This design comes from an exercise in tuning for small area and a short achievable clock period on the open sky130 flow, not from production work.
At most, simulation tests tie the RTL to the original design; equivalence was not proved.
For runs 1 to 5 and 7 to 9, only the layout was checked, not whether the RTL still works.
Power figures rest on the tool's default switching activity, not on a simulated workload.

===== flow/flow/run.sh =====
#!/bin/bash
set -euo pipefail
bash standard.sh "BUFFER_PORTS_ARGS=-buffer_cell sky130_fd_sc_hd__buf_1" finish > standard_make.log 2>&1

===== flow/standard.sh =====
#!/bin/bash
# synth_recipe.tcl (not shown) runs the flow's synth.tcl, then flattens the netlist and writes it again
# the make line also repeats each setting of config.mk as NAME=value (left out here)
make -C /OpenROAD-flow-scripts/flow DESIGN_CONFIG=/design/flow/config.mk WORK_HOME=/design/flow/orfs CLKGATE_MAP_FILE= SYNTH_SCRIPT=/design/flow/synth_recipe.tcl "${@:-finish}"

===== flow/config.mk =====
export PLATFORM = sky130hd
export DESIGN_NAME = pre_norm
export DESIGN_NICKNAME = pre_norm
export VERILOG_FILES = /design/flow/design.v
export SDC_FILE = /design/flow/constraint.sdc
export NUM_CORES = 4
export LEC_CHECK = 0
export CAP_MARGIN = 20
export CORE_MARGIN = 2
export CORE_UTILIZATION = 40
export CTS_BUF_LIST = sky130_fd_sc_hd__clkbuf_8
export CTS_CLUSTER_SIZE = 40
export SETUP_SLACK_MARGIN = 5.0
export SLEW_MARGIN = 20

===== flow/constraint.sdc =====
create_clock -name core_clock -period 9.5 [get_ports {clk}]
set_input_delay 1.9000 -clock core_clock [delete_from_list [all_inputs] [get_ports {clk}]]
set_output_delay 1.9000 -clock core_clock [all_outputs]
set_load 0.01 [all_outputs]

===== flow/design.v =====
`timescale 1ns / 100ps
module pre_norm(clk, rmode, add, opa, opb, opa_nan, opb_nan, fracta_out,
		fractb_out, exp_dn_out, sign, nan_sign, result_zero_sign,
		fasu_op);
input		clk;
input	[1:0]	rmode;
input		add;
input	[31:0]	opa, opb;
input		opa_nan, opb_nan;
output	[26:0]	fracta_out, fractb_out;
output	[7:0]	exp_dn_out;
output		sign;
output		nan_sign, result_zero_sign;
output		fasu_op;
reg	[26:0]	fracta_out;
reg	[7:0]	exp_dn_out;
reg		sign, fasu_op, nan_sign, result_zero_sign;
reg		signa_r, signb_r, nan_sign1_r;
wire		signa = opa[31];
wire		signb = opb[31];
wire	[7:0]	expa = opa[30:23];
wire	[7:0]	expb = opb[30:23];
wire	[22:0]	fracta = opa[22:0];
wire	[22:0]	fractb = opb[22:0];
wire		expa_nz = |expa;
wire		expb_nz = |expb;
function [1:0] cmp_gt_eq;	 
	input [31:0] x, y;
	integer i, w;
	reg [31:0] g, e;
	begin
		g = x & ~y;
		e = ~(x ^ y);
		for (w = 1; w < 32; w = w * 2)
			for (i = 0; i < 32; i = i + 2 * w) begin
				g[i] = g[i + w] | (e[i + w] & g[i]);
				e[i] = e[i + w] & e[i];
			end
		cmp_gt_eq = {g[0], e[0]};
	end
endfunction
wire	[1:0]	f_cmp = cmp_gt_eq({9'b0, fractb}, {9'b0, fracta});
wire	[1:0]	e_cmp = cmp_gt_eq({24'b0, expb}, {24'b0, expa});
wire		fb_gt_fa = f_cmp[1];
wire		f_eq = f_cmp[0];
wire		b_gt_a = e_cmp[1] | (e_cmp[0] & fb_gt_fa);
wire		mag_eq = e_cmp[0] & f_eq;
wire		add_d = add ^ signa ^ signb;	 
wire	[7:0]	ea = {expa[7:1], expa[0] | ~expa_nz};
wire	[7:0]	eb = {expb[7:1], expb[0] | ~expb_nz};
wire	[8:0]	d_ab = {1'b0, ea} - {1'b0, eb};
wire	[8:0]	d_ba = {1'b0, eb} - {1'b0, ea};
wire	[7:0]	exp_diff = d_ab[8] ? d_ba[7:0] : d_ab[7:0];
wire		diff_big = |exp_diff[7:5];
wire	[23:0]	small = b_gt_a ? {expa_nz, fracta} : {expb_nz, fractb};
wire	[23:0]	large = b_gt_a ? {expb_nz, fractb} : {expa_nz, fracta};
wire	[4:0]	shamt = diff_big ? 5'd31 : exp_diff[4:0];
reg	[23:0]	small_r;
reg	[4:0]	shamt_r;
always @(posedge clk) begin
	fracta_out <= {large, 3'b0};
	small_r    <= small;
	shamt_r    <= shamt;
	exp_dn_out <= (!add_d & mag_eq) ? 8'h0 : (b_gt_a ? expb : expa);
	sign       <= b_gt_a ? (signb ^ ~add) : signa;
	fasu_op    <= add_d;
end
wire	[26:0]	small_f = {small_r, 3'b0};
wire	[26:0]	small_sft = small_f >> shamt_r;
wire	[31:0]	lowmask = ~(32'hffffffff << shamt_r);
wire		sticky = |(small_f & lowmask[26:0]);
assign fractb_out = {small_sft[26:1], small_sft[0] | sticky};
always @(posedge clk) begin
	signa_r     <= signa;
	signb_r     <= signb;
	nan_sign1_r <= f_eq ? (signa & signb) : fb_gt_fa ? signb : signa;
end
wire		add_r = fasu_op ^ signa_r ^ signb_r;
wire		rm3 = rmode == 2'd3;
always @(posedge clk) begin
	result_zero_sign <= ( add_r &  signa_r &  signb_r) |
			    (!add_r &  signa_r & !signb_r) |
			    ( add_r & (signa_r |  signb_r) & rm3) |
			    (!add_r & (signa_r == signb_r) & rm3);
	nan_sign <= (opa_nan & opb_nan) ? nan_sign1_r :
		    opb_nan ? signb_r : signa_r;
end
endmodule

==> out/results.ini, run 1 <==
[worst_setup_path]
end_kind=register
path_class=input port to register
r2r_cells=4
worstSetupStartpointType=input port
worstPathArrival_ns=4.61
reg2reg_to=result_zero_sign
critPathRequiredTime_ns=9.72
path_max_fanout=37
setup.worst_path.end=small_r[18]
r2r_slack_ns=8.34
reg2reg_from=signa_r
startpoint=opa[6]

[synthesis]
seq_area_frac_synth=0.263
synth_top_flop_cell=dfxtp_1
synthCells=606
syn-cell-area_um2=5170
synthArstFlopShare=0
yosys_warnings=1
ys_seq_elements=68
synth_edf_count=0
yosysUniqueCellTypes=55
synth_area_per_cell_um2=8.54

[die]
initial_core_util=0.410
die_h_um=118
die-area_um2=13900
die_width_um=118
row_count=41
coreArea_um2=12600
num_io_pins=136

[detailed_routing]
post-route-drc-count=0
routed_wl_um=13600
drt_iter0_drc=320
dr.pass1.iters=5
routedWlPerCell_um=15.1
num_vias=4742
vias_per_cell=5.28
postRouteAntennaNets=0

[place]
placement.io_buffers=132
routabilityCongestion=0.874
hpwlAfterDp_um=10300
place_area_um2=5740

[global_routing]
grt_usage=0.189
grt_overflow_total=0
grt_max_degree=60
grt_pass1_vias=4500
grt_pass1_wl_um=21800
antenna_found_initial=0

[layout]
nNetsFinal=834
antennaDiodeCount=0
multi_input_area_um2=3520
area_delta_synth_final_pct=17.0
final_cell_mix=buf_1, dfxtp_1, nand2_1, inv_1, a21oi_1
layout_commonest_cell=buf_1
drive_gt1_frac=0.110
regArea_um2=1370
fillers=1290
fin_area_um2=6050

[timing]
hold_viol=0
fin_crit_sh=0.462
fin_crit_ns=4.39
clock_skew_ns=0.00105
slew_violations=0
relSlewSlack=0.380
rsz0062_at_grt=no
setup_violations=0
fmax_mhz=228
worst_slew_pin_slew_ns=0.921
tns_ns=0

[clocking]
clkSinkCount=68
cts_max_level=3
tritoncts=built
cts_hold_buf=0
insertion_delay_ns=0.34
cts_inserted_buffers=9
cts-root-buf=clkbuf_8
clk_pin_slew_ns=0.07
cts_buffer_depth=2

[pwr]
ir_drop_mv=0.0897
power.density_nw_per_um2=155
power.leakage_nw=2.75

[status]
outcome=finished clean

[run]
cap_violations=0

[hold_path]
worstHoldPathType=register to register

## critical path, stage by stage
cell and delay [ns]:
buf_1 0.12, inv_1 0.06, ha_1 0.31, a21o_1 0.16, a221o_1 0.34, a221o_1 0.38
o211a_1 0.31, a211oi_4 0.27, buf_6 0.35, mux2_2 0.39
## report_power, final
group | switching [mW] | internal, mW | total, mW
registers | 0.0351 | 0.319 | 0.354
logic | 0.201 | 0.154 | 0.355
clock network | 0.108 | 0.120 | 0.229
total | 0.344 | 0.593 | 0.937
## state kept, by name, indices dropped and copies added, names as in the netlist, 5 cells and up
name,cells
exp_dn_out,8
fracta_out,24
shamt_r,5
small_r,24
## worst min-delay path by stage
stage | from | to | slack, ns | cells past startpoint
finish | fasu_op | result_zero_sign | 0.55 | 1
global route | signa_r | result_zero_sign | 0.58 | 1
CTS | signa_r | result_zero_sign | 0.56 | 1
detailed placement | fasu_op | result_zero_sign | 0.53 | 1
global placement | fasu_op | result_zero_sign | 0.53 | 1
floorplan | signa_r | result_zero_sign | 0.49 | 1
## kinds of logic (layout without fill, tap and decap cells)
logic type | count (synthesis) | after routing | synth area share
AO/OA/AOI/OAI | 140 | 141 | 0.166
AND/OR/NAND/NOR | 146 | 146 | 0.128
buffers and inverters | 89 | 206 | 0.0733
XOR/XNOR | 9 | 9 | 0.0152
other | 1 | 3 | 0.000725
multiplexers | 109 | 109 | 0.244
flip-flops | 68 | 68 | 0.263
adder cells (fa/ha/maj) | 44 | 44 | 0.109
## metal layers
layer | vias up | global-route usage | wire length [um]
li1 | 2389 | - | -
met3 | 15 | 0.0344 | 835
met4 | 0 | 0.0610 | 189
met5 | - | 0 | 0
met2 | 151 | 0.299 | 6090
met1 | 2187 | 0.261 | 6480
## area by class of cell
type / count / area share
Clock buffer: 9 / 0.0205
Timing Repair inverter: 1 / 0.000827
Clock inverter: 7 / 0.0110
Timing Repair Buffer: 139 / 0.0924
Sequential cell: 68 / 0.226
Multi-Input combinational cell: 452 / 0.582
Tap cell: 172 / 0.0356
Inverter: 50 / 0.0316
## through the flow
step                utilization  cells  setup WS (ns)  power (mW)  hold WS [ns]
floorplan                     -    608           5.21       0.609         0.487
global placement          0.455    877           4.05       0.694         0.529
detailed placement        0.455    877           3.98       0.701         0.531
CTS                       0.473    895           4.93       0.937         0.555
global route              0.480    898           4.98        1.00         0.582
finish                    0.480    898           5.11       0.937         0.547
## repair_timing
item | in CTS | in global routing
gates resized for setup | 6 | 10
gates cloned | 1 | 1
pin swaps | 1 | 3
setup endpoints to repair | 76 | 77
setup buffers | 1 | 2
## Yosys cell counts, drive strengths merged (3+ instances only)
cell    instances  area share
o21ai          32       0.031
buf            18       0.022
a21oi          49       0.047
and3            3      0.0036
o22ai          12       0.015
nor2b           7      0.0085
a21o           11       0.016
nor4            5      0.0060
mux4            8       0.035
nand3           5      0.0048
nand4           9       0.011
xnor2           8       0.014
mux2           56        0.12
nand3b          4      0.0058
ha             41       0.099
o32ai           3      0.0051
nand2          59       0.043
nor2           38       0.028
nor3            9      0.0087
o21a            4      0.0058
clkbuf         21       0.015
mux2i          45       0.087
dfxtp          68        0.26
inv            50       0.036
a211oi          8       0.013
==> inputs of run 2 (changes only) <==
--- a/flow/config.mk
+++ b/flow/config.mk
@@ -8,7 +8,6 @@
 export CAP_MARGIN = 20
 export CORE_MARGIN = 2
-export CORE_UTILIZATION = 40
-export CTS_BUF_LIST = sky130_fd_sc_hd__clkbuf_8
-export CTS_CLUSTER_SIZE = 40
+export CORE_UTILIZATION = 70
+export PLACE_DENSITY = 0.8
 export SETUP_SLACK_MARGIN = 5.0
 export SLEW_MARGIN = 20
==> out/results.ini, run 2 <==
[status]
outcome=finished clean

[synthesis]
synth.area.top_cells=dfxtp_1, ha_1, mux2i_1
yosysMostFrequentCell=dfxtp_1
ys_seq_elements=68
seq_area_frac_synth=0.263
synthCells=606
synth_top_flop_cell=dfxtp_1
synthArstFlopShare=0
synth.largest_area_cell=dfxtp_1
synth_area_per_cell_um2=8.54
synth_common_cells=dfxtp_1, nand2_1, inv_1
yosys_warnings=1
yosysUniqueCellTypes=55
syn-cell-area_um2=5170
synth_edf_count=0
synth_top_area_frac=0.263

[clocking]
cts_buffer_depth=2
insertion_delay_ns=0.35
cts-root-buf=clkbuf_8
clk_pin_slew_ns=0.08
clkSinkCount=68
cts_max_level=3
cts_inserted_buffers=9
tritoncts=built

[worst_setup_path]
path_class=register to output pin
path_cells=mux4_2 -> nor2_1 -> a21oi_1 -> a22o_1 -> o22ai_1 -> nand2_1 -> buf_1
worstPathArrival_ns=2.49
startpoint=shamt_r[0]
path_max_fanout=39
reg2reg_from=signa_r
max_stage_delay_ns=0.70
worstSetupStartpointType=register
end_kind=output pin
r2r_cells=4
setup.worst_path.end=fractb_out[0]
reg2reg_to=result_zero_sign
slowest_stage=dfxtp_4
r2r_slack_ns=8.35
critPathRequiredTime_ns=7.60

[layout]
antennaDiodeCount=0
layoutNonFillerInstCount=825
reg.largest.list=fracta_out x24, small_r x24, exp_dn_out x8
nNetsFinal=834
final_cell_mix=buf_1, dfxtp_1, nand2_1, inv_1, a21oi_1
area_delta_synth_final_pct=14.7
layout_commonest_cell=buf_1
drive_gt1_frac=0.105

[place]
placement.io_buffers=132
dp.cells=805
dp_slack_ns=4.07
routabilityCongestion=0.959
hpwlAfterDp_um=9770

[global_routing]
grt_max_degree=60
grt_pass1_wl_um=21900
grt_usage=0.324
grt_overflow_total=0
grt_pass1_vias=4889
antenna_found_initial=0

[pwr]
ir_drop_mv=0.114
power.leakage_nw=2.75
power.density_nw_per_um2=161
p_total_mw=0.956

[timing]
fin_ws_ns=5.11
holdWs_ns=0.524
fin_crit_ns=4.39
worst_slew_pin_slew_ns=0.748
relSlewSlack=0.501
clock_skew_ns=0.00111
slew_violations=0
setup_violations=0
hold_viol=0
fmax_mhz=228
fin_crit_sh=0.462
rsz0062_at_grt=no
tns_ns=0

[detailed_routing]
routedWlPerCell_um=16.1
routed_wl_um=13300
postRouteAntennaNets=0
dr.pass1.iters=5
post-route-drc-count=0
vias_per_cell=6.06
num_vias=5003
drt_iter0_drc=260

[die]
die-area_um2=8090
initial_core_util=0.717
num_io_pins=136
die_width_um=90.0
row_count=31
coreArea_um2=7210
die_h_um=90.0

[run]
cap_violations=0

[hold_path]
worstHoldPathType=register to register

run 2: cell types whose count changed in the layout (fill, tap and decap cells not counted), sizes merged:
cell	before	now
a211oi	9	8
buf	139	141
clkinvlp	3	1
clkinv	4	3
clkbuf	9	11
run 2: timing repair:
item                       CTS  global route
gates resized for setup      4             6
setup endpoints to repair   54            40
pin swaps                    2             3
hold buffers                 0             0
setup buffers                2             2
run 2: report_power, final:
part,leakage (nW),internal [mW],switching [mW]
logic,2.08,0.154,0.201
clock network,0.106,0.136,0.116
registers,0.572,0.319,0.0299
run 2: cell type report:
| class | instances | area [um2] |
|---|---|---|
| clock inverter | 5 | 60.1 |
| fill | 521 | 1280 |
| inverter | 50 | 188 |
| timing repair buffer | 141 | 567 |
| tap | 99 | 124 |
| clock buffer | 11 | 151 |
| sequential | 68 | 1370 |
| multi-input combinational | 451 | 3480 |
run 2: worst max-delay path: cells and delay by family, from the launching register on:
kind	cells	cell delay, ns
buffers and inverters	1	0.12
AOI/OAI and AO/OA	3	0.51
muxes	1	0.62
and+or+nand+nor	2	0.18
DFF	1	0.70
run 2: per-stage QoR:
stage                     instance area [um2]   util
after floorplan                          5180      -
after global placement                   5650  0.784
after detailed placement                 5650  0.784
after CTS                                5890  0.817
after global routing                     5930  0.822
final                                    5930  0.822
run 2: worst min-delay path by stage:
| stage | startpoint | end | cells past startpoint |
|---|---|---|---|
| floorplan | signa_r | result_zero_sign | 1 |
| detailed placement | signa_r | nan_sign | 2 |
| CTS | signa_r | nan_sign | 2 |
| finish | signa_r | nan_sign | 2 |
| global placement | fasu_op | result_zero_sign | 1 |
| global route | nan_sign1_r | nan_sign | 2 |
run 2: logic make-up (layout without fill, tap and decap cells):
family | after synthesis | in the layout | share of synthesized area
other cells | 1 | 3 | 0.000725
simple gates | 146 | 146 | 0.128
buf+inv | 89 | 207 | 0.0733
compound gates | 140 | 140 | 0.166
mux | 109 | 109 | 0.244
xor+xnor | 9 | 9 | 0.0152
flops | 68 | 68 | 0.263
fa+ha+maj | 44 | 44 | 0.109
run 2: metal layers:
metal  vias to the layer above  wire length [um]  GRT usage
li1                       2380                 -          -
met1                      2386              5380      0.383
met2                       186              6760      0.586
met3                        51               667     0.0444
met4                         0               450      0.144
met5                         -                 0          0
==> inputs of run 3 (changes only) <==
--- a/flow/config.mk
+++ b/flow/config.mk
@@ -9,4 +9,5 @@
 export CORE_MARGIN = 2
 export CORE_UTILIZATION = 70
+export CTS_BUF_LIST = sky130_fd_sc_hd__clkbuf_8
 export PLACE_DENSITY = 0.8
 export SETUP_SLACK_MARGIN = 5.0
==> out/results.ini, run 3 <==
[pwr]
pwr-share-seq=0.365
switching_share=0.363
p_comb_frac=0.372
p_clk_frac=0.264
power.leakage_nw=2.75
ir_drop_mv=0.114
p_total_mw=0.956
power.density_nw_per_um2=161
p_sw_mw=0.347
p_int_mw=0.609

[layout]
nNetsFinal=834
finish.utilization=0.822
area_delta_synth_final_pct=14.7
antennaDiodeCount=0
layout_commonest_cell=buf_1
fillers=521
layoutNonFillerInstCount=825
multi_input_area_um2=3480
final_cell_mix=buf_1, dfxtp_1, nand2_1, inv_1, a21oi_1
regArea_um2=1370
reg.largest.list=fracta_out x24, small_r x24, exp_dn_out x8
drive_gt1_frac=0.105

[detailed_routing]
route.met2.wl_um=6760
wl_met3_um=667
routedWlPerCell_um=16.1
highest_layer=met4
num_vias=5003
routed_wl_um=13300
post-route-drc-count=0
postRouteAntennaNets=0
vias_per_cell=6.06
drt_iter0_drc=260
wl_met1_um=5380
dr.pass1.iters=5

[synthesis]
synth_top_flop_cell=dfxtp_1
synth_area_per_cell_um2=8.54
synth.area.top_cells=dfxtp_1, ha_1, mux2i_1
synth_top_area_frac=0.263
synth_common_cells=dfxtp_1, nand2_1, inv_1
synth_edf_count=0
yosysUniqueCellTypes=55
ys_seq_elements=68
synth.largest_area_cell=dfxtp_1
synthCells=606
yosysMostFrequentCell=dfxtp_1
seq_area_frac_synth=0.263
yosys_warnings=1
syn-cell-area_um2=5170
synthArstFlopShare=0

[die]
row_count=31
die_h_um=90.0
die-area_um2=8090
die_width_um=90.0
num_io_pins=136
initial_core_util=0.717
coreArea_um2=7210

[global_routing]
grt_pass1_vias=4889
grt_pass1_wl_um=21900
grt_usage=0.324
grt_overflow_total=0
grt_max_degree=60
antenna_found_initial=0

[clocking]
clk_pin_slew_ns=0.08
cts_max_level=3
cts_hold_buf=0
cts_buffer_depth=2
cts_inserted_buffers=9
tritoncts=built
cts-root-buf=clkbuf_8
clkSinkCount=68
insertion_delay_ns=0.35

[hold_path]
worstHoldPathType=register to register

[worst_setup_path]
worstPathArrival_ns=2.49
path_class=register to output pin
critPathRequiredTime_ns=7.60
path_cells=mux4_2 -> nor2_1 -> a21oi_1 -> a22o_1 -> o22ai_1 -> nand2_1 -> buf_1
max_stage_delay_ns=0.70
path_max_fanout=39
worstSetupStartpointType=register
r2r_slack_ns=8.35
slowest_stage=dfxtp_4
end_kind=output pin

[place]
hpwlAfterDp_um=9770
dp.cells=805
routabilityCongestion=0.959
placement.io_buffers=132

[timing]
setup_violations=0
relSlewSlack=0.501
worst_slew_pin_slew_ns=0.748
slew_violations=0
fmax_mhz=228
clock_skew_ns=0.00111
hold_viol=0
fin_crit_sh=0.462
fin_crit_ns=4.39
rsz0062_at_grt=no
tns_ns=0

[status]
outcome=finished clean

[run]
cap_violations=0

-- run 3: cell counts after synthesis --
No cell type changed its count.
-- run 3: layout make-up --
class                      count  area share
timing repair buffer         141      0.0955
tap                           99      0.0209
sequential                    68       0.230
inverter                      50      0.0316
clock buffer                  11      0.0255
clock inverter                 5      0.0101
multi-input combinational    451       0.586
-- run 3: final timing paths --
| kind | startpoint | endpoint | depth (start not counted) |
|---|---|---|---|
| worst max register to register | signa_r | result_zero_sign | 4 |
| worst min register to register | signa_r | nan_sign | 2 |
| worst max-delay path | shamt_r[0] | fractb_out[0] | 7 |
| worst min-delay path | signa_r | nan_sign | 2 |
-- run 3: kinds of logic after synthesis --
logic type                 synth area share
adders and majority gates             0.109
buffers and inverters                0.0733
muxes                                 0.244
other                              0.000725
xor gates and xnor gates             0.0152
DFF                                   0.263
and+or+nand+nor                       0.128
AOI/OAI and AO/OA                     0.166
-- run 3: per-layer routing --
| metal | GRT usage | vias to the layer above |
|---|---|---|
| met3 | 0.0444 | 51 |
| met4 | 0.144 | 0 |
| li1 | - | 2380 |
| met2 | 0.586 | 186 |
| met1 | 0.383 | 2386 |
| met5 | 0 | - |
-- run 3: per-stage QoR --
stage | hold slack, ns | cell area [um2] | setup slack (ns)
floorplan | 0.487 | 5180 | 5.21
global placement | 0.487 | 5650 | 4.23
detailed placement | 0.512 | 5650 | 4.07
CTS | 0.519 | 5890 | 5.01
global route | 0.568 | 5930 | 5.00
finish | 0.524 | 5930 | 5.11
-- run 3: repair_timing --
item,in CTS,in global routing
setup buffers,2,2
endpoints found under the setup margin,54,40
pin swaps,2,3
gates resized for setup,4,6
-- run 3: power by group through the flow --
stage	registers (mW)	logic, mW	clock network (mW)
2_1_floorplan	0.350	0.258	0
6_report	0.349	0.355	0.252
3_3_place_gp	0.353	0.330	0
4_1_cts	0.348	0.348	0.254
5_1_grt	0.352	0.393	0.265
3_5_place_dp	0.354	0.342	0
-- run 3: worst max-delay path: cells and delay by family (launching register included) --
kind | cells | cell delay [ns]
buffers and inverters | 1 | 0.12
muxes | 1 | 0.62
DFF | 1 | 0.70
AOI/OAI and AO/OA | 3 | 0.51
and+or+nand+nor | 2 | 0.18
==> inputs of run 4 (changes only) <==
==> flow/flow/run.sh (replaced) <==
#!/bin/bash
set -euo pipefail
bash standard.sh "BUFFER_PORTS_ARGS=-buffer_cell sky130_fd_sc_hd__buf_1" SETUP_SLACK_MARGIN=6.0 finish > standard_make.log 2>&1
--- a/flow/config.mk
+++ b/flow/config.mk
@@ -8,7 +8,5 @@
 export CAP_MARGIN = 20
 export CORE_MARGIN = 2
-export CORE_UTILIZATION = 70
-export CTS_BUF_LIST = sky130_fd_sc_hd__clkbuf_8
-export PLACE_DENSITY = 0.8
+export CORE_UTILIZATION = 40
 export SETUP_SLACK_MARGIN = 5.0
 export SLEW_MARGIN = 20
==> out/results.ini, run 4 <==
[clocking]
cts-root-buf=clkbuf_16
clkSinkCount=68
insertion_delay_ns=0.34
tritoncts=built
cts_max_level=3
cts_inserted_buffers=9
clk_pin_slew_ns=0.05
cts_buffer_depth=2

[detailed_routing]
vias_per_cell=5.51
dr.pass1.iters=4
postRouteAntennaNets=0
post-route-drc-count=0
routedWlPerCell_um=17.4
routed_wl_um=16700
drt_iter0_drc=298
num_vias=5281

[worst_setup_path]
end_kind=output pin
reg2reg_to=result_zero_sign
critPathRequiredTime_ns=7.60
path_max_fanout=6
worstSetupStartpointType=register
path_class=register to output pin
worstPathArrival_ns=2.28
r2r_slack_ns=8.37
reg2reg_from=signa_r
r2r_cells=4

[layout]
layout_commonest_cell=buf_1
area_delta_synth_final_pct=53.7
fin_area_um2=7950
final_cell_mix=buf_1, dfxtp_1, mux2_4, nand2_1, inv_1
nNetsFinal=898
fillers=1053
drive_gt1_frac=0.367
reg.largest.list=fracta_out x24, small_r x24, exp_dn_out x8
antennaDiodeCount=0

[pwr]
switching_share=0.346
power.density_nw_per_um2=157
p_clk_frac=0.243
ir_drop_mv=0.136
pwr-share-seq=0.282
p_int_mw=0.815
p_sw_mw=0.432
power.leakage_nw=3.70
p_comb_frac=0.475
p_total_mw=1.25

[synthesis]
yosysUniqueCellTypes=55
yosys_warnings=1
synth.area.top_cells=dfxtp_1, ha_1, mux2i_1
ys_seq_elements=68
yosysMostFrequentCell=dfxtp_1
synth_edf_count=0
syn-cell-area_um2=5170
synth_common_cells=dfxtp_1, nand2_1, inv_1
seq_area_frac_synth=0.263
synth_top_flop_cell=dfxtp_1
synthArstFlopShare=0
synthCells=606
synth_top_area_frac=0.263
synth_area_per_cell_um2=8.54
synth.largest_area_cell=dfxtp_1

[timing]
holdWs_ns=0.513
fmax_mhz=239
hold_viol=0
relSlewSlack=0.654
rsz0062_at_grt=yes
fin_crit_sh=0.440
worst_slew_pin_slew_ns=0.514
setup_violations=0
fin_ws_ns=5.32
clock_skew_ns=0.00327
slew_violations=0
tns_ns=0
fin_crit_ns=4.18

[hold_path]
hold_path_depth=1
worstHoldEndpoint=result_zero_sign
worstHoldPathType=register to register
hold_start=fasu_op

[global_routing]
antenna_found_initial=0
grt_pass1_wl_um=26100
grt_usage=0.233
grt_overflow_total=0
grt_pass1_vias=5165
grt_max_degree=60

[die]
die-area_um2=13900
row_count=41
num_io_pins=136
die_h_um=118
die_width_um=118
coreArea_um2=12600
initial_core_util=0.410

[place]
place_area_um2=5920
routabilityCongestion=0.857
placement.io_buffers=132
dp_slack_ns=4.75
hpwlAfterDp_um=10400

[run]
cap_violations=0

[status]
outcome=finished clean

run 4: logic make-up after synthesis:
family                     count (synthesis)  share of synthesized area
buffers and inverters                     89                     0.0733
xor gates and xnor gates                   9                     0.0152
muxes                                    109                      0.244
AOI/OAI and AO/OA                        140                      0.166
other                                      1                   0.000725
and+or+nand+nor                          146                      0.128
DFF                                       68                      0.263
adders and majority gates                 44                      0.109
run 4: cell type report:
class	instances	area [um2]	area share
clock buffer	11	253	0.0318
clock inverter	2	12.5	0.00157
inverter	50	199	0.0250
multi-input combinational	451	4190	0.527
sequential	68	1370	0.172
tap	172	215	0.0271
timing repair buffer	204	1700	0.214
timing repair inverter	1	7.51	0.000945
run 4: worst max-delay path, stage by stage, from the launching register on:
cell and delay (ns):
dfxtp_4 0.43, mux4_2 0.57, nor2_1 0.13, a21oi_1 0.06, a22o_1 0.32, o22ai_4 0.21
nand2_2 0.10, buf_6 0.13
run 4: timing repair:
| action | in CTS | in global routing |
|---|---|---|
| hold buffers | 0 | 0 |
| pin swaps | 33 | 30 |
| buffers inserted | 42 | 12 |
| cloned | 13 | 1 |
| hold endpoints to repair | 0 | 0 |
| gates resized for setup | 171 | 103 |
| endpoints found under the setup margin | 89 | 90 |
run 4: how the worst max path moves through the flow:
| stage | startpoint | endpoint | slack, ns |
|---|---|---|---|
| global placement | opa[24] | shamt_r[1] | 4.83 |
| detailed placement | opa[24] | shamt_r[2] | 4.75 |
| CTS | shamt_r[0] | fractb_out[1] | 5.38 |
| finish | shamt_r[0] | fractb_out[0] | 5.32 |
| floorplan | opa[24] | shamt_r[1] | 5.36 |
| global route | opa[28] | shamt_r[2] | 5.24 |
run 4: through the flow:
stage | utilization | instances
floorplan | - | 608
global placement | 0.469 | 878
detailed placement | 0.469 | 878
CTS | 0.593 | 946
global route | 0.630 | 959
finish | 0.630 | 959
run 4: metal layers:
metal,global-route usage,vias to the layer above,share of wire,wire (um)
li1,-,2519,-,-
met1,0.286,2491,0.42,6960
met2,0.398,235,0.48,8080
met3,0.0577,36,0.074,1230
met4,0.0753,0,0.023,389
met5,0,-,0,0
run 4: power by group through the flow:
| stage | logic (mW) | clock network (mW) | registers [mW] |
|---|---|---|---|
| 5_1_grt | 0.635 | 0.322 | 0.355 |
| 6_report | 0.592 | 0.303 | 0.352 |
| 3_3_place_gp | 0.351 | 0 | 0.360 |
| 4_1_cts | 0.529 | 0.311 | 0.348 |
| 2_1_floorplan | 0.277 | 0 | 0.351 |
| 3_5_place_dp | 0.357 | 0 | 0.360 |
==> inputs of run 5 (changes only) <==
==> flow/flow/run.sh (replaced) <==
#!/bin/bash
set -euo pipefail
bash standard.sh "BUFFER_PORTS_ARGS=-buffer_cell sky130_fd_sc_hd__buf_1" SETUP_SLACK_MARGIN=7.0 finish > standard_make.log 2>&1
==> out/results.ini, run 5 <==
[timing]
relSlewSlack=0.565
slew_violations=0
clock_skew_ns=0.00210
fin_ws_ns=5.35
fin_crit_sh=0.437
rsz0062_at_grt=yes
fmax_mhz=241
hold_viol=0
tns_ns=0
setup_violations=0
fin_crit_ns=4.15
worst_slew_pin_slew_ns=0.646

[clocking]
clk_pin_slew_ns=0.06
cts_buffer_depth=2
cts_max_level=3
insertion_delay_ns=0.33
tritoncts=built
cts_inserted_buffers=9
clkSinkCount=68
cts_hold_buf=0
cts-root-buf=clkbuf_16

[pwr]
ir_drop_mv=0.112
power.density_nw_per_um2=159
power.leakage_nw=3.81

[worst_setup_path]
critPathRequiredTime_ns=9.76
path_buf_inv=7
cp_num_cells=14
path_class=input port to register
max_stage_delay_ns=0.40
reg2reg_from=fasu_op
path_cells=buf_8 -> inv_4 -> ha_4 -> a21o_1 -> a221o_1 -> a221o_1 -> o211a_1 -> a211oi_4 -> buf_6 -> buf_12 -> buf_16 -> buf_8 -> buf_6 -> mux2i_1
setup.worst_path.end=exp_dn_out[5]
r2r_cells=6
startpoint=opa[6]
worstSetupStartpointType=input port
worstPathArrival_ns=4.41
slowest_stage=a221o_1
end_kind=register
critPathTopFamily=compound AO/OA/AOI/OAI gates
r2r_slack_ns=8.17
path_max_fanout=6
reg2reg_to=result_zero_sign

[layout]
fin_area_um2=8180
antennaDiodeCount=0
area_delta_synth_final_pct=58.2
final_cell_mix=buf_1, mux2_4, nand2_1, buf_6
layout_commonest_cell=buf_1
fillers=1034
finish.utilization=0.648
nNetsFinal=900
drive_gt1_frac=0.446
reg.largest.list=fracta_out x24, small_r x24, exp_dn_out x8

[die]
num_io_pins=136
coreArea_um2=12600
die-area_um2=13900
die_width_um=118
die_h_um=118
row_count=41
initial_core_util=0.410

[global_routing]
grt_overflow_total=0
grt_pass1_vias=5140
grt_usage=0.229
grt_max_degree=32
grt_pass1_wl_um=26000
antenna_found_initial=0

[place]
hpwlAfterDp_um=10500
placement.io_buffers=132
dp_slack_ns=4.77
place_area_um2=6110
routabilityCongestion=0.882

[hold_path]
worstHoldPathType=register to register
hold_path_depth=2
hold_start=signa_r

[detailed_routing]
postRouteAntennaNets=0
num_vias=5226
vias_per_cell=5.42
routedWlPerCell_um=17.8
drt_iter0_drc=221
dr.pass1.iters=5
routed_wl_um=17200
post-route-drc-count=0

[synthesis]
synth_edf_count=0
seq_area_frac_synth=0.263
synth.largest_area_cell=dfxtp_1
yosys_warnings=1
synth_top_flop_cell=dfxtp_1
synth_area_per_cell_um2=8.54
synth_top_area_frac=0.263
yosysUniqueCellTypes=55
synthArstFlopShare=0
ys_seq_elements=68
syn-cell-area_um2=5170
synth.area.top_cells=dfxtp_1, ha_1, mux2i_1
synth_common_cells=dfxtp_1, nand2_1, inv_1
synthCells=606
yosysMostFrequentCell=dfxtp_1

[run]
cap_violations=0

[status]
outcome=finished clean

run 5: cell counts after synthesis:
Identical to the previous run, type by type.
run 5: per-layer routing:
layer | up-vias | global-route usage | routed length [um]
met5 | - | 0 | 0
met4 | 0 | 0.0512 | 230
met3 | 20 | 0.0402 | 957
met2 | 197 | 0.402 | 8550
met1 | 2492 | 0.292 | 7420
li1 | 2517 | - | -
run 5: worst min-delay path by stage:
stage	endpoint	slack (ns)
global placement	nan_sign	0.51
global route	nan_sign	0.58
detailed placement	nan_sign	0.53
finish	nan_sign	0.53
CTS	nan_sign	0.53
floorplan	result_zero_sign	0.49
run 5: stage by stage:
stage	hold slack (ns)	power (mW)	instances
after floorplan	0.487	0.668	608
final	0.530	1.30	964
after detailed placement	0.527	0.747	877
after global placement	0.514	0.741	877
after CTS	0.534	1.23	945
after global routing	0.578	1.37	964
run 5: worst min-delay path, cell delays in order, from the launching register on:
cell     delay [ns]
dfxtp_1        0.34
nor2_1         0.11
a21oi_1        0.04
run 5: repair_timing:
item	4_1_cts	5_1_grt
setup endpoints to repair	126	126
pin swaps	36	20
endpoints found under the hold margin	0	0
buffers inserted	44	16
cloned	8	3
gates resized for setup	199	96
run 5: kinds of logic (layout without fill, tap and decap cells):
group / after synthesis / after routing / synth area share
xor gates and xnor gates: 9 / 9 / 0.0152
buffers and inverters: 89 / 273 / 0.0733
muxes: 109 / 109 / 0.244
AOI/OAI and AO/OA: 140 / 140 / 0.166
and+or+nand+nor: 146 / 146 / 0.128
other: 1 / 3 / 0.000725
DFF: 68 / 68 / 0.263
adders and majority gates: 44 / 44 / 0.109
run 5: layout make-up:
type / count / area (um2) / share of cell area
clock buffer: 9 / 225 / 0.0275
clock inverter: 7 / 75.1 / 0.00918
inverter: 50 / 196 / 0.0240
multi-input combinational: 451 / 4250 / 0.520
sequential: 68 / 1400 / 0.172
tap: 172 / 215 / 0.0263
timing repair buffer: 206 / 1810 / 0.221
timing repair inverter: 1 / 7.51 / 0.000918
run 5: report_power, final:
| part | internal, mW | switching, mW | leakage, nW |
|---|---|---|---|
| Clock | 0.204 | 0.129 | 0.138 |
| Sequential | 0.322 | 0.0422 | 0.571 |
| Combinational | 0.325 | 0.282 | 3.10 |
| Total | 0.852 | 0.453 | 3.81 |
==> inputs of run 6 (changes only) <==
--- a/flow/design.v
+++ b/flow/design.v
@@ -53,12 +53,12 @@
 wire	[7:0]	exp_diff = d_ab[8] ? d_ba[7:0] : d_ab[7:0];
 wire		diff_big = |exp_diff[7:5];
-wire	[23:0]	small = b_gt_a ? {expa_nz, fracta} : {expb_nz, fractb};
-wire	[23:0]	large = b_gt_a ? {expb_nz, fractb} : {expa_nz, fracta};
+wire	[23:0]	op_small = b_gt_a ? {expa_nz, fracta} : {expb_nz, fractb};
+wire	[23:0]	op_large = b_gt_a ? {expb_nz, fractb} : {expa_nz, fracta};
 wire	[4:0]	shamt = diff_big ? 5'd31 : exp_diff[4:0];
 reg	[23:0]	small_r;
 reg	[4:0]	shamt_r;
 always @(posedge clk) begin
-	fracta_out <= {large, 3'b0};
-	small_r    <= small;
+	fracta_out <= {op_large, 3'b0};
+	small_r    <= op_small;
 	shamt_r    <= shamt;
 	exp_dn_out <= (!add_d & mag_eq) ? 8'h0 : (b_gt_a ? expb : expa);
==> flow/flow/run.sh (replaced) <==
#!/bin/bash
set -euo pipefail
bash standard.sh "BUFFER_PORTS_ARGS=-buffer_cell sky130_fd_sc_hd__buf_1" finish > standard_make.log 2>&1
--- a/flow/config.mk
+++ b/flow/config.mk
@@ -8,5 +8,7 @@
 export CAP_MARGIN = 20
 export CORE_MARGIN = 2
-export CORE_UTILIZATION = 40
+export CORE_UTILIZATION = 70
+export CTS_BUF_LIST = sky130_fd_sc_hd__clkbuf_8
+export PLACE_DENSITY = 0.8
 export SETUP_SLACK_MARGIN = 5.0
 export SLEW_MARGIN = 20
==> out/results.ini, run 6 <==
[status]
outcome=finished clean

[detailed_routing]
vias_per_cell=6.01
routedWlPerCell_um=16.0
num_vias=4961
routed_wl_um=13200
dr.pass1.iters=5
drt_iter0_drc=263
post-route-drc-count=0
postRouteAntennaNets=0

[pwr]
p_comb_frac=0.372
p_int_mw=0.609
p_clk_frac=0.263
power.leakage_nw=2.75
power.density_nw_per_um2=161
p_sw_mw=0.346
ir_drop_mv=0.114
p_total_mw=0.955
pwr-share-seq=0.365
switching_share=0.362

[clocking]
tritoncts=built
cts_buffer_depth=2
clkSinkCount=68
insertion_delay_ns=0.35
clk_pin_slew_ns=0.08
cts_hold_buf=0
cts-root-buf=clkbuf_8
cts_max_level=3
cts_inserted_buffers=9

[worst_setup_path]
worstPathArrival_ns=4.62
path_class=input port to register
max_stage_delay_ns=0.41
worstSetupStartpointType=input port
path_max_fanout=39
r2r_slack_ns=8.34
critPathRequiredTime_ns=9.73
path_buf_inv=3
slowest_stage=a221o_1
critPathTopFamily=compound AO/OA/AOI/OAI gates
end_kind=register
path_cells=buf_1 -> inv_1 -> ha_1 -> a21o_1 -> a221o_1 -> a221o_1 -> o211a_1 -> a211oi_4 -> buf_6 -> mux2_2
path_common_cell=a221o_1

[place]
dp_slack_ns=4.07
hpwlAfterDp_um=9770
routabilityCongestion=0.959
placement.io_buffers=132

[synthesis]
synthArstFlopShare=0
ys_seq_elements=68
synth_common_cells=dfxtp_1, nand2_1, inv_1
synth_edf_count=0
synth.largest_area_cell=dfxtp_1
synth_top_flop_cell=dfxtp_1
seq_area_frac_synth=0.263
yosysUniqueCellTypes=55
yosys_warnings=1
synth_top_area_frac=0.263
yosysMostFrequentCell=dfxtp_1
synthCells=606
syn-cell-area_um2=5170
synth.area.top_cells=dfxtp_1, ha_1, mux2i_1
synth_area_per_cell_um2=8.54

[timing]
relSlewSlack=0.501
fin_crit_sh=0.461
clock_skew_ns=0.00104
slew_violations=0
fmax_mhz=228
rsz0062_at_grt=no
setup_violations=0
holdWs_ns=0.528
fin_crit_ns=4.38
hold_viol=0
tns_ns=0
worst_slew_pin_slew_ns=0.748
fin_ws_ns=5.12

[global_routing]
grt_pass1_vias=4889
grt_overflow_total=0
grt_max_degree=60
antenna_found_initial=0
grt_pass1_wl_um=21900
grt_usage=0.324

[layout]
fillers=521
reg.largest.list=fracta_out x24, small_r x24, exp_dn_out x8
nNetsFinal=834
area_delta_synth_final_pct=14.7
final_cell_mix=buf_1, dfxtp_1, nand2_1, inv_1, a21oi_1
antennaDiodeCount=0
layout_commonest_cell=buf_1
drive_gt1_frac=0.105

[die]
coreArea_um2=7210
num_io_pins=136
die-area_um2=8090
die_width_um=90.0
row_count=31
die_h_um=90.0
initial_core_util=0.717

[hold_path]
worstHoldPathType=register to register

[run]
cap_violations=0

[run 6: cell counts after synthesis]
Identical to the previous run, type by type.
[run 6: routing by layer]
metal,GRT usage,part of all wire
met5,0,0
met4,0.144,0.035
met3,0.0444,0.043
met2,0.586,0.51
met1,0.383,0.41
[run 6: worst paths after layout]
path / depth (start not counted) / start / end
worst max-delay path: 10 / opa[6] / small_r[22]
worst min-delay path: 2 / nan_sign1_r / nan_sign
worst max register to register: 4 / signa_r / result_zero_sign
worst min register to register: 2 / nan_sign1_r / nan_sign
[run 6: per-stage QoR]
| step | util | instance area, um2 | std cells |
|---|---|---|---|
| 4_1_cts | 0.817 | 5890 | 823 |
| 3_3_place_gp | 0.784 | 5650 | 805 |
| 2_1_floorplan | - | 5180 | 608 |
| 6_report | 0.822 | 5930 | 825 |
| 3_5_place_dp | 0.784 | 5650 | 805 |
| 5_1_grt | 0.822 | 5930 | 825 |
[run 6: cells by family after synthesis]
logic type	count (synthesis)	share of synthesized area
AOI/OAI and AO/OA	140	0.166
xor gates and xnor gates	9	0.0152
adders and majority gates	44	0.109
buffers and inverters	89	0.0733
DFF	68	0.263
muxes	109	0.244
other	1	0.000725
and+or+nand+nor	146	0.128
[run 6: worst reg2reg max path, stage by stage, from the launching register on]
cell and delay [ns]:
dfxtp_1 0.39, inv_1 0.06, ha_1 0.28, mux2i_1 0.06
a32o_1 0.26
[run 6: repair_timing]
item / CTS / global route
setup buffers: 2 / 2
endpoints found under the setup margin: 54 / 40
gates resized for setup: 4 / 6
pin swaps: 2 / 3
[run 6: power by group through the flow]
stage / clock network (mW) / registers [mW] / logic [mW]
global placement: 0 / 0.353 / 0.330
detailed placement: 0 / 0.354 / 0.342
global route: 0.265 / 0.352 / 0.393
CTS: 0.254 / 0.348 / 0.348
finish: 0.251 / 0.349 / 0.355
floorplan: 0 / 0.350 / 0.258
[run 6: cell type report]
class                      count  area, um2  share of cell area
clock buffer                  11        151              0.0255
sequential                    68       1370               0.230
multi-input combinational    451       3480               0.586
inverter                      50        188              0.0316
timing repair buffer         141        567              0.0955
clock inverter                 5       60.1              0.0101
tap                           99        124              0.0209
==> inputs of run 7 (changes only) <==
--- a/flow/design.v
+++ b/flow/design.v
@@ -53,12 +53,12 @@
 wire	[7:0]	exp_diff = d_ab[8] ? d_ba[7:0] : d_ab[7:0];
 wire		diff_big = |exp_diff[7:5];
-wire	[23:0]	op_small = b_gt_a ? {expa_nz, fracta} : {expb_nz, fractb};
-wire	[23:0]	op_large = b_gt_a ? {expb_nz, fractb} : {expa_nz, fracta};
+wire	[23:0]	small = b_gt_a ? {expa_nz, fracta} : {expb_nz, fractb};
+wire	[23:0]	large = b_gt_a ? {expb_nz, fractb} : {expa_nz, fracta};
 wire	[4:0]	shamt = diff_big ? 5'd31 : exp_diff[4:0];
 reg	[23:0]	small_r;
 reg	[4:0]	shamt_r;
 always @(posedge clk) begin
-	fracta_out <= {op_large, 3'b0};
-	small_r    <= op_small;
+	fracta_out <= {large, 3'b0};
+	small_r    <= small;
 	shamt_r    <= shamt;
 	exp_dn_out <= (!add_d & mag_eq) ? 8'h0 : (b_gt_a ? expb : expa);
==> flow/flow/run.sh (replaced) <==
#!/bin/bash
# The standard layout (standard.sh), with three changes:
#  - synthesis maps the logic with flow/abc_map.script in place of ORFS's
#    abc_speed.script (same Yosys script otherwise, so the same registers);
#  - the port buffers are buf_1 cells;
#  - repair aims at the setup margin given below.
# Each tool's full output goes to ORFS's own logs under orfs/logs/, and
# make's output to standard_make.log here.
set -euo pipefail
here=$(pwd)
sed "s#log_cmd abc {\*}\$abc_args#log_cmd abc -script $here/flow/abc_map.script {*}[lrange \$abc_args 2 end]#" \
  "$FLOW_HOME/scripts/synth.tcl" > "$here/synth_own.tcl"
grep -q "flow/abc_map.script" "$here/synth_own.tcl"
sed "s#\$::env(SCRIPTS_DIR)/synth.tcl#$here/synth_own.tcl#" synth_recipe.tcl > "$here/synth_recipe_own.tcl"
grep -q "synth_own.tcl" "$here/synth_recipe_own.tcl"
bash standard.sh SYNTH_SCRIPT="$here/synth_recipe_own.tcl" \
  "BUFFER_PORTS_ARGS=-buffer_cell sky130_fd_sc_hd__buf_1" \
  SETUP_SLACK_MARGIN=${OWN_SETUP_MARGIN:-5.0} finish > standard_make.log 2>&1
==> flow/flow/abc_map.script (new file) <==
strash
dch
map
topo
stime -c
buffer -c
upsize -c
dnsize -c
==> out/results.ini, run 7 <==
[detailed_routing]
num_vias=5714
dr.pass1.iters=5
vias_per_cell=6.14
postRouteAntennaNets=0
post-route-drc-count=0
routedWlPerCell_um=16.5
routed_wl_um=15400
drt_iter0_drc=454

[timing]
fmax_mhz=221
fin_crit_ns=4.53
relSlewSlack=0.299
setup_violations=0
fin_crit_sh=0.477
slew_violations=0
clock_skew_ns=0.000496
rsz0062_at_grt=yes
hold_viol=0
tns_ns=0
holdWs_ns=0.549
fin_ws_ns=4.97
worst_slew_pin_slew_ns=1.05

[clocking]
clk_pin_slew_ns=0.09
cts_max_level=3
insertion_delay_ns=0.36
cts_buffer_depth=2
tritoncts=built
clkSinkCount=68
cts-root-buf=clkbuf_8
cts_inserted_buffers=9

[global_routing]
met1_usage=0.413
met3_usage=0.0729
antenna_found_initial=0
grt-busiest-layer=met2
grt_max_degree=47
grt_pass1_wl_um=22900
grt_usage=0.366
grt_overflow_total=0
grtUsageMet2=0.648
grt_pass1_vias=5103

[place]
dp_slack_ns=4.64
hpwlAfterDp_um=11100
place_area_um2=5510
placement.io_buffers=132
routabilityCongestion=0.987

[worst_setup_path]
path_max_fanout=46
worstSetupStartpointType=input port
slowest_stage=o21a_2
setup.worst_path.end=small_r[15]
worstPathArrival_ns=4.80
max_stage_delay_ns=0.90
reg2reg_to=result_zero_sign
startpoint=opa[15]
r2r_slack_ns=8.23
end_kind=register
reg2reg_from=fasu_op
path_common_cell=nand2_1
path_cells=buf_1 -> inv_1 -> ha_1 -> a21o_1 -> a21oi_1 -> nand2_1 -> o21bai_4 -> a21oi_4 -> o21a_2 -> nand2_1 -> o21ai_2
r2r_cells=5
path_class=input port to register
critPathRequiredTime_ns=9.77

[synthesis]
synth_top_flop_cell=dfxtp_1
synth.area.top_cells=dfxtp_1, nand2_1, ha_1
yosysUniqueCellTypes=51
syn-cell-area_um2=5120
ys_seq_elements=68
yosys_warnings=1
synth_edf_count=0
synthCells=718
yosysMostFrequentCell=nand2_1
synth_top_area_frac=0.266
synth.largest_area_cell=dfxtp_1
synthArstFlopShare=0
synth_area_per_cell_um2=7.13
seq_area_frac_synth=0.266
synth_common_cells=nand2_1, inv_1, dfxtp_1

[die]
coreArea_um2=7180
initial_core_util=0.713
die-area_um2=8010
die_width_um=89.5
row_count=31
num_io_pins=136
die_h_um=89.5

[pwr]
ir_drop_mv=0.144
power.density_nw_per_um2=173
power.leakage_nw=2.56

[layout]
antennaDiodeCount=0
drive_gt1_frac=0.0721
fin_area_um2=5750
layout_commonest_cell=nand2_1
fillers=501
area_delta_synth_final_pct=12.5
nNetsFinal=940
final_cell_mix=nand2_1, buf_1, inv_1, dfxtp_1, o21ai_1
reg.largest.list=fracta_out x24, small_r x24, exp_dn_out x8

[hold_path]
worstHoldPathType=register to register

[status]
outcome=finished clean

[run]
cap_violations=0

## run 7: worst max-delay path, delay by kind of cell
| family | cells | cell delay [ns] |
|---|---|---|
| fa+ha+maj | 1 | 0.33 |
| compound gates | 6 | 2.01 |
| simple gates | 2 | 0.36 |
| buf+inv | 2 | 0.15 |
## run 7: power breakdown
part           switching, mW  leakage, nW  internal, mW  total (mW)
combinational          0.253         1.89         0.128       0.381
sequential            0.0343        0.571         0.326       0.360
clock                  0.127       0.0988         0.126       0.252
total                  0.414         2.56         0.580       0.994
## run 7: cells by family after synthesis
family | count (synthesis) | share of synthesized area
muxes | 13 | 0.0257
xor gates and xnor gates | 16 | 0.0274
AOI/OAI and AO/OA | 216 | 0.265
other | 1 | 0.000733
and+or+nand+nor | 241 | 0.201
adders and majority gates | 43 | 0.108
DFF | 68 | 0.266
buffers and inverters | 120 | 0.106
## run 7: what timing repair did
| item | in CTS | in global routing |
|---|---|---|
| hold buffers | 0 | 0 |
| pin swaps | 1 | 0 |
| hold endpoints to repair | 0 | 0 |
| setup buffers | 0 | 1 |
| resized for setup | 1 | 4 |
| gates cloned | 1 | 0 |
| endpoints found under the setup margin | 12 | 34 |
## run 7: stage by stage
step           cells   util  power (mW)
3_5_place_dp     913  0.768       0.724
6_report         931  0.802       0.994
3_3_place_gp     913  0.768       0.711
5_1_grt          931  0.802        1.04
4_1_cts          930  0.799       0.976
2_1_floorplan    720      -       0.630
## run 7: layout make-up
| cell class | count | area (um2) | share of cell area |
|---|---|---|---|
| inverter | 81 | 308 | 0.0535 |
| tap | 99 | 124 | 0.0215 |
| timing repair buffer | 134 | 514 | 0.0894 |
| sequential | 68 | 1360 | 0.237 |
| multi-input combinational | 533 | 3240 | 0.563 |
| clock inverter | 7 | 82.6 | 0.0144 |
| clock buffer | 9 | 124 | 0.0215 |
## run 7: worst min-delay path by stage
stage                     start          endpoint  slack [ns]  depth (start not counted)
floorplan           nan_sign1_r          nan_sign        0.48                          2
global placement        signa_r  result_zero_sign        0.50                          2
detailed placement      signb_r          nan_sign        0.54                          2
CTS                     signb_r          nan_sign        0.55                          2
global route            signb_r          nan_sign        0.57                          2
finish                  signb_r          nan_sign        0.55                          2
## run 7: metal layers
layer / up-vias / wire [um]
met1: 2586 / 5620
met3: 86 / 1330
li1: 2662 / -
met2: 380 / 7730
met4: 0 / 720
met5: - / 0
==> inputs of run 8 (changes only) <==
--- a/flow/design.v
+++ b/flow/design.v
@@ -49,16 +49,34 @@
 wire	[7:0]	ea = {expa[7:1], expa[0] | ~expa_nz};
 wire	[7:0]	eb = {expb[7:1], expb[0] | ~expb_nz};
-wire	[8:0]	d_ab = {1'b0, ea} - {1'b0, eb};
-wire	[8:0]	d_ba = {1'b0, eb} - {1'b0, ea};
+function [8:0] sub8;
+	input [7:0] x, y;
+	integer i, w;
+	reg [7:0] g, p, c;
+	begin
+		g = ~x & y;		 
+		p = ~(x ^ y);		 
+		c = g;
+		for (w = 1; w < 8; w = w * 2)
+			for (i = 7; i >= w; i = i - 1) begin
+				c[i] = c[i] | (p[i] & c[i - w]);
+				p[i] = p[i] & p[i - w];
+			end
+		sub8 = {c[7], (x ^ y) ^ {c[6:0], 1'b0}};
+	end
+endfunction
+wire	[8:0]	d_ab = sub8(ea, eb);
+wire	[8:0]	d_ba = sub8(eb, ea);
 wire	[7:0]	exp_diff = d_ab[8] ? d_ba[7:0] : d_ab[7:0];
 wire		diff_big = |exp_diff[7:5];
 wire	[23:0]	small = b_gt_a ? {expa_nz, fracta} : {expb_nz, fractb};
 wire	[23:0]	large = b_gt_a ? {expb_nz, fractb} : {expa_nz, fracta};
-wire	[4:0]	shamt = diff_big ? 5'd31 : exp_diff[4:0];
-reg	[23:0]	small_r;
-reg	[4:0]	shamt_r;
+wire	[1:0]	sh_lo = b_gt_a ? d_ba[1:0] : d_ab[1:0];
+wire	[2:0]	shamt = diff_big ? 3'd7 : exp_diff[4:2];
+wire	[26:0]	small_p = {small, 3'b0} >> sh_lo;
+reg	[26:0]	small_r;
+reg	[2:0]	shamt_r;
 always @(posedge clk) begin
 	fracta_out <= {large, 3'b0};
-	small_r    <= small;
+	small_r    <= small_p;
 	shamt_r    <= shamt;
 	exp_dn_out <= (!add_d & mag_eq) ? 8'h0 : (b_gt_a ? expb : expa);
@@ -66,8 +84,11 @@
 	fasu_op    <= add_d;
 end
-wire	[26:0]	small_f = {small_r, 3'b0};
-wire	[26:0]	small_sft = small_f >> shamt_r;
-wire	[31:0]	lowmask = ~(32'hffffffff << shamt_r);
-wire		sticky = |(small_f & lowmask[26:0]);
+wire	[26:0]	sft0 = small_r;
+wire	[26:0]	sft1 = shamt_r[2] ? {16'b0, sft0[26:16]} : sft0;
+wire		stk1 = shamt_r[2] & |sft0[15:0];
+wire	[26:0]	sft2 = shamt_r[1] ? {8'b0, sft1[26:8]} : sft1;
+wire		stk2 = stk1 | (shamt_r[1] & |sft1[7:0]);
+wire	[26:0]	small_sft = shamt_r[0] ? {4'b0, sft2[26:4]} : sft2;
+wire		sticky = stk2 | (shamt_r[0] & |sft2[3:0]);
 assign fractb_out = {small_sft[26:1], small_sft[0] | sticky};
 always @(posedge clk) begin
==> out/results.ini, run 8 <==
[worst_setup_path]
reg2reg_to=result_zero_sign
path_common_cell=nand2_1
worstPathArrival_ns=4.83
path_class=input port to register
cp_num_cells=13
end_kind=register
reg2reg_from=fasu_op
worstSetupStartpointType=input port
slowest_stage=o211ai_1
path_max_fanout=48
critPathTopFamily=compound AO/OA/AOI/OAI gates
path_buf_inv=3
r2r_slack_ns=8.42
max_stage_delay_ns=0.57
path_cells=buf_1 -> inv_1 -> ha_1 -> nand2_1 -> o21a_1 -> o211ai_1 -> a21oi_4 -> o21bai_4 -> clkbuf_16 -> nand2_1 -> o21ai_4 -> nand3_1 -> nand2_1
r2r_cells=5
critPathRequiredTime_ns=9.80
startpoint=opa[19]

[synthesis]
synth_top_area_frac=0.275
yosysUniqueCellTypes=48
synth.largest_area_cell=dfxtp_1
ys_seq_elements=69
synth_common_cells=nand2_1, nand3_1, inv_1
synthCells=731
synth_top_flop_cell=dfxtp_1
synthArstFlopShare=0
yosysMostFrequentCell=nand2_1
seq_area_frac_synth=0.275
yosys_warnings=1
synth_area_per_cell_um2=6.87
syn-cell-area_um2=5020
synth.area.top_cells=dfxtp_1, nand2_1, ha_1
synth_edf_count=0

[die]
die_width_um=88.7
die_h_um=88.7
coreArea_um2=6870
initial_core_util=0.731
die-area_um2=7860
row_count=30
num_io_pins=136

[global_routing]
antenna_found_initial=0
grt_usage=0.379
grt_overflow_total=0
grt_pass1_wl_um=23700
grt_pass1_vias=5276
grt_max_degree=96

[hold_path]
worstHoldEndpoint=result_zero_sign
hold_start=fasu_op
hold_path_depth=2
worstHoldPathType=register to register

[timing]
rsz0062_at_grt=yes
slew_violations=0
fin_crit_ns=4.53
clock_skew_ns=0.000728
hold_viol=0
fin_crit_sh=0.477
relSlewSlack=0.343
worst_slew_pin_slew_ns=0.977
tns_ns=0
setup_violations=0
holdWs_ns=0.498
fmax_mhz=221

[place]
routabilityCongestion=0.912
place_area_um2=5440
dp.cells=921
hpwlAfterDp_um=10800
placement.io_buffers=132

[layout]
final_cell_mix=nand2_1, buf_1, nand3_1, inv_1, o21ai_0
layoutNonFillerInstCount=947
fillers=427
fin_area_um2=5830
largest_reg_flops=27
drive_gt1_frac=0.0564
multi_input_area_um2=3220
antennaDiodeCount=0
nNetsFinal=958
area_delta_synth_final_pct=16.1
largest-register=small_r
regArea_um2=1380
reg.largest.list=small_r x27, fracta_out x24, exp_dn_out x8
layout_commonest_cell=nand2_1

[pwr]
p_sw_mw=0.449
power.leakage_nw=2.66
ir_drop_mv=0.114
pwr-share-seq=0.374
switching_share=0.427
p_int_mw=0.602
power.density_nw_per_um2=180
p_comb_frac=0.384
p_clk_frac=0.242

[detailed_routing]
drt_iter0_drc=817
routed_wl_um=17100
post-route-drc-count=0
routedWlPerCell_um=18.0
num_vias=6163
vias_per_cell=6.51
postRouteAntennaNets=0
dr.pass1.iters=7

[run]
cap_violations=0

[clocking]
cts_max_level=3
insertion_delay_ns=0.37
clk_pin_slew_ns=0.09
clkSinkCount=69
cts_buffer_depth=2
tritoncts=built
cts_inserted_buffers=9
cts-root-buf=clkbuf_8

[status]
outcome=finished clean

-- run 8: cell count changes after synthesis, moves of 10 or more --
cell	previous run	this run
o211ai_1	12	26
clkbuf_1	10	24
nand3_1	10	100
o21ai_1	47	0
a21oi_1	45	25
o21ai_0	43	73
nand2_1	150	140
o21ai_2	20	1
-- run 8: final cells by class --
cell class | count | area share
Tap cell | 96 | 0.0206
Clock buffer | 9 | 0.0213
Multi-Input combinational cell | 542 | 0.553
Inverter | 86 | 0.0562
Timing Repair Buffer | 138 | 0.0985
Clock inverter | 7 | 0.0129
Sequential cell | 69 | 0.237
-- run 8: logic make-up after synthesis --
family	Yosys count	synth area share
AOI/OAI and AO/OA	159	0.194
muxes	9	0.0179
DFF	69	0.275
buffers and inverters	127	0.106
adders and majority gates	42	0.108
and+or+nand+nor	313	0.279
other	1	0.000747
xor gates and xnor gates	11	0.0192
-- run 8: tightest hold or removal path, stage by stage (launching register included) --
cell and delay, ns:
dfxtp_1 0.34, nand2_1 0.06, nand2_1 0.06
-- run 8: through the flow --
| stage | utilization | worst slack [ns] | total power [mW] |
|---|---|---|---|
| after floorplan | - | 5.39 | 0.647 |
| after global placement | 0.792 | 4.28 | 0.727 |
| after detailed placement | 0.792 | 4.01 | 0.743 |
| after CTS | 0.828 | 5.02 | 0.995 |
| after global routing | 0.848 | 4.93 | 1.10 |
| final | 0.848 | 4.97 | 1.05 |
-- run 8: worst max-delay path by stage --
| stage | to | slack [ns] |
|---|---|---|
| after global routing | small_r[2] | 4.93 |
| after global placement | small_r[11] | 4.28 |
| final | small_r[16] | 4.97 |
| after CTS | fractb_out[0] | 5.02 |
| after floorplan | shamt_r[0] | 5.39 |
| after detailed placement | small_r[18] | 4.01 |
-- run 8: repair_timing --
item	CTS	global route
gates cloned	2	4
resized for setup	6	13
pin swaps	2	5
hold buffers	0	0
setup buffers	0	4
endpoints found under the setup margin	28	50
-- run 8: routing by layer --
layer | track usage | up-vias | wire, um
met1 | 0.441 | 2738 | 5970
met3 | 0.0784 | 178 | 1970
li1 | - | 2738 | -
met2 | 0.666 | 509 | 7950
met4 | 0.172 | 0 | 1170
met5 | 0 | - | 0
-- run 8: power groups by stage --
stage	Combinational [mW]	Clock, mW	Sequential [mW]
global placement	0.334	0	0.393
floorplan	0.263	0	0.384
CTS	0.361	0.246	0.389
global route	0.438	0.263	0.397
detailed placement	0.348	0	0.395
finish	0.404	0.254	0.393
==> inputs of run 9 (changes only) <==
==> flow/flow/run.sh (replaced) <==
#!/bin/bash
set -euo pipefail
bash standard.sh "BUFFER_PORTS_ARGS=-buffer_cell sky130_fd_sc_hd__buf_1" finish > standard_make.log 2>&1
removed: flow/flow/abc_map.script
==> out/results.ini, run 9 <==
[die]
coreArea_um2=6870
die-area_um2=7870
die_h_um=88.7
num_io_pins=136
die_width_um=88.7
initial_core_util=0.732
row_count=30

[worst_setup_path]
critPathTopFamily=compound AO/OA/AOI/OAI gates
path_max_fanout=5
end_kind=register
path_class=input port to register
worstPathArrival_ns=4.89
path_cells=clkbuf_2 -> inv_2 -> nand4_1 -> nor2_2 -> inv_2 -> nand2_2 -> inv_2 -> ha_4 -> fa_2 -> a21o_1 -> a21o_1 -> a21o_4 -> mux2_4 -> a221o_1 -> a211oi_2 -> nand4_1
worstSetupStartpointType=input port
slowest_stage=fa_2
max_stage_delay_ns=0.40
path_common_cell=inv_2
critPathRequiredTime_ns=9.73
path_buf_inv=4

[timing]
worst_slew_pin_slew_ns=1.04
rsz0062_at_grt=yes
fin_crit_sh=0.490
setup_violations=0
slew_violations=0
fmax_mhz=215
relSlewSlack=0.305
tns_ns=0
fin_crit_ns=4.66
hold_viol=0
clock_skew_ns=0.000434

[layout]
fillers=324
drive_gt1_frac=0.226
antennaDiodeCount=0
reg.largest.list=small_r x27, fracta_out x24, exp_dn_out x8
largest-register=small_r
area_delta_synth_final_pct=20.2
layoutNonFillerInstCount=761
final_cell_mix=buf_1, dfxtp_1, a21oi_1, mux2_2, inv_1
layout_commonest_cell=buf_1
nNetsFinal=772
largest_reg_flops=27

[detailed_routing]
dr.pass1.iters=5
vias_per_cell=6.80
postRouteAntennaNets=0
routedWlPerCell_um=21.8
drt_iter0_drc=469
post-route-drc-count=0
routed_wl_um=16600
num_vias=5175

[synthesis]
synth.area.top_cells=dfxtp_1, mux4_2, ha_1
synth_edf_count=0
synth.largest_area_cell=dfxtp_1
seq_area_frac_synth=0.275
synthCells=523
syn-cell-area_um2=5030
yosysUniqueCellTypes=55
synthArstFlopShare=0
synth_top_flop_cell=dfxtp_1
yosys_warnings=1
synth_area_per_cell_um2=9.61
yosysMostFrequentCell=dfxtp_1
ys_seq_elements=69
synth_common_cells=dfxtp_1, inv_1, a21oi_1
synth_top_area_frac=0.275

[clocking]
cts_hold_buf=0
cts_max_level=3
cts-root-buf=clkbuf_8
clkSinkCount=69
clk_pin_slew_ns=0.08
cts_inserted_buffers=9
insertion_delay_ns=0.36
tritoncts=built
cts_buffer_depth=2

[place]
placement.io_buffers=132
hpwlAfterDp_um=10500
routabilityCongestion=1.07
dp.cells=727

[global_routing]
grt_pass1_vias=4770
antenna_found_initial=0
grt_usage=0.375
grt_overflow_total=0
grt_pass1_wl_um=22500
grt_max_degree=60

[status]
outcome=finished clean

[pwr]
power.density_nw_per_um2=178
power.leakage_nw=2.63
ir_drop_mv=0.132

[hold_path]
worstHoldPathType=register to register

[run]
cap_violations=0

## run 9: cell count changes after synthesis, moves of 26 or more
cell      delta
inv_1       -30
mux2_2      +43
nand2_1    -114
nand3_1     -95
o211ai_1    -26
o21ai_0     -57
## run 9: per-layer routing
layer / track usage / up-vias / share of wire
li1: - / 2181 / -
met1: 0.416 / 2410 / 0.34
met2: 0.659 / 435 / 0.49
met3: 0.0821 / 149 / 0.095
met4: 0.218 / 0 / 0.072
met5: 0 / - / 0
## run 9: worst paths after layout
check                             start               end  slack (ns)  cells past startpoint
worst max-delay path            opa[25]        shamt_r[2]        4.84                     16
worst min-delay path            fasu_op  result_zero_sign        0.53                      1
worst max register to register  signb_r  result_zero_sign        8.35                      4
worst min register to register  fasu_op  result_zero_sign        0.53                      1
## run 9: through the flow
step | total power, mW | utilization | hold WS (ns) | setup WS, ns | area, um2
after global placement | 0.714 | 0.803 | 0.505 | 4.45 | 5510
after detailed placement | 0.727 | 0.803 | 0.513 | 4.39 | 5510
after global routing | 1.11 | 0.880 | 0.551 | 4.71 | 6040
final | 1.07 | 0.880 | 0.531 | 4.84 | 6040
after CTS | 1.03 | 0.847 | 0.535 | 4.98 | 5820
after floorplan | 0.632 | - | 0.486 | 4.97 | 5040
## run 9: final cells by class
cell class	instances	area, um2	share of cell area
well taps	96	120	0.0199
repair buffers	151	731	0.121
clock inverters	6	110	0.0182
inverters	50	196	0.0325
multi-input cells	379	3360	0.557
clock buffers	10	138	0.0228
flip-flops and latches	69	1380	0.229
## run 9: repair_timing
action                                  in CTS  in global routing
pin swaps                                    4                 11
buffers inserted                             5                 12
endpoints found under the setup margin      38                 28
resized for setup                            7                 47
gates cloned                                 0                  1
## run 9: power breakdown
group	internal (mW)	switching, mW	leakage, nW
clock	0.182	0.124	0.124
sequential	0.342	0.0586	0.580
combinational	0.174	0.193	1.93
total	0.698	0.375	2.63
## run 9: logic make-up (layout without fill, tap and decap cells)
| family | after synthesis | after routing | synth area share |
|---|---|---|---|
| other | 1 | 3 | 0.000746 |
| adders and majority gates | 42 | 42 | 0.108 |
| DFF | 69 | 69 | 0.275 |
| muxes | 102 | 102 | 0.280 |
| and+or+nand+nor | 118 | 118 | 0.119 |
| AOI/OAI and AO/OA | 108 | 108 | 0.140 |
| buffers and inverters | 77 | 217 | 0.0677 |
| xor gates and xnor gates | 6 | 6 | 0.0105 |

==> static timing again, ports no longer ideal <==
No port has a modelled driver above. Below, the same layouts with a new extraction and two added sets of constraints. Step 1 sets driving cells, clkbuf_16 on the clock port and buf_2 on the other inputs (assumed; they add their load-dependent delay and slew). Step 2 also shifts input and output timing later by t, the mid clock arrival at the registers, as if the neighbouring blocks saw the same clock. a / b / c = ideal / step 1 / step 2; a / b = the first two.
run | shift t [ns] | slack for setup (ns) | clock arrival spread, ns | worst data-port slew with drivers (ns) | cell pins on the clock port's net
run 1 | 0.367 | 5.107 / 5.117 / 4.750 | 0.010 / 0.010 | 0.05 | 1
run 2 | 0.376 | 5.114 / 5.082 / 4.752 | 0.013 / 0.013 | 0.05 | 1
run 3 | 0.376 | 5.114 / 5.082 / 4.752 | 0.013 / 0.013 | 0.05 | 1
run 4 | 0.371 | 5.316 / 5.279 / 4.987 | 0.009 / 0.009 | 0.06 | 1
run 5 | 0.361 | 5.353 / 5.333 / 4.972 | 0.009 / 0.009 | 0.06 | 1
run 6 | 0.371 | 5.116 / 5.086 / 4.751 | 0.014 / 0.014 | 0.05 | 1
run 7 | 0.383 | 4.969 / 4.969 / 4.586 | 0.017 / 0.016 | 0.05 | 1
run 8 | 0.386 | 4.971 / 4.971 / 4.585 | 0.018 / 0.017 | 0.05 | 1
run 9 | 0.395 | 4.842 / 4.838 / 4.443 | 0.014 / 0.014 | 0.07 | 1
After both steps every run listed still meets setup and hold. For run 9, which loses most, drivers alone change the setup slack by -0.004 ns; drivers and shift together by -0.399 ns.
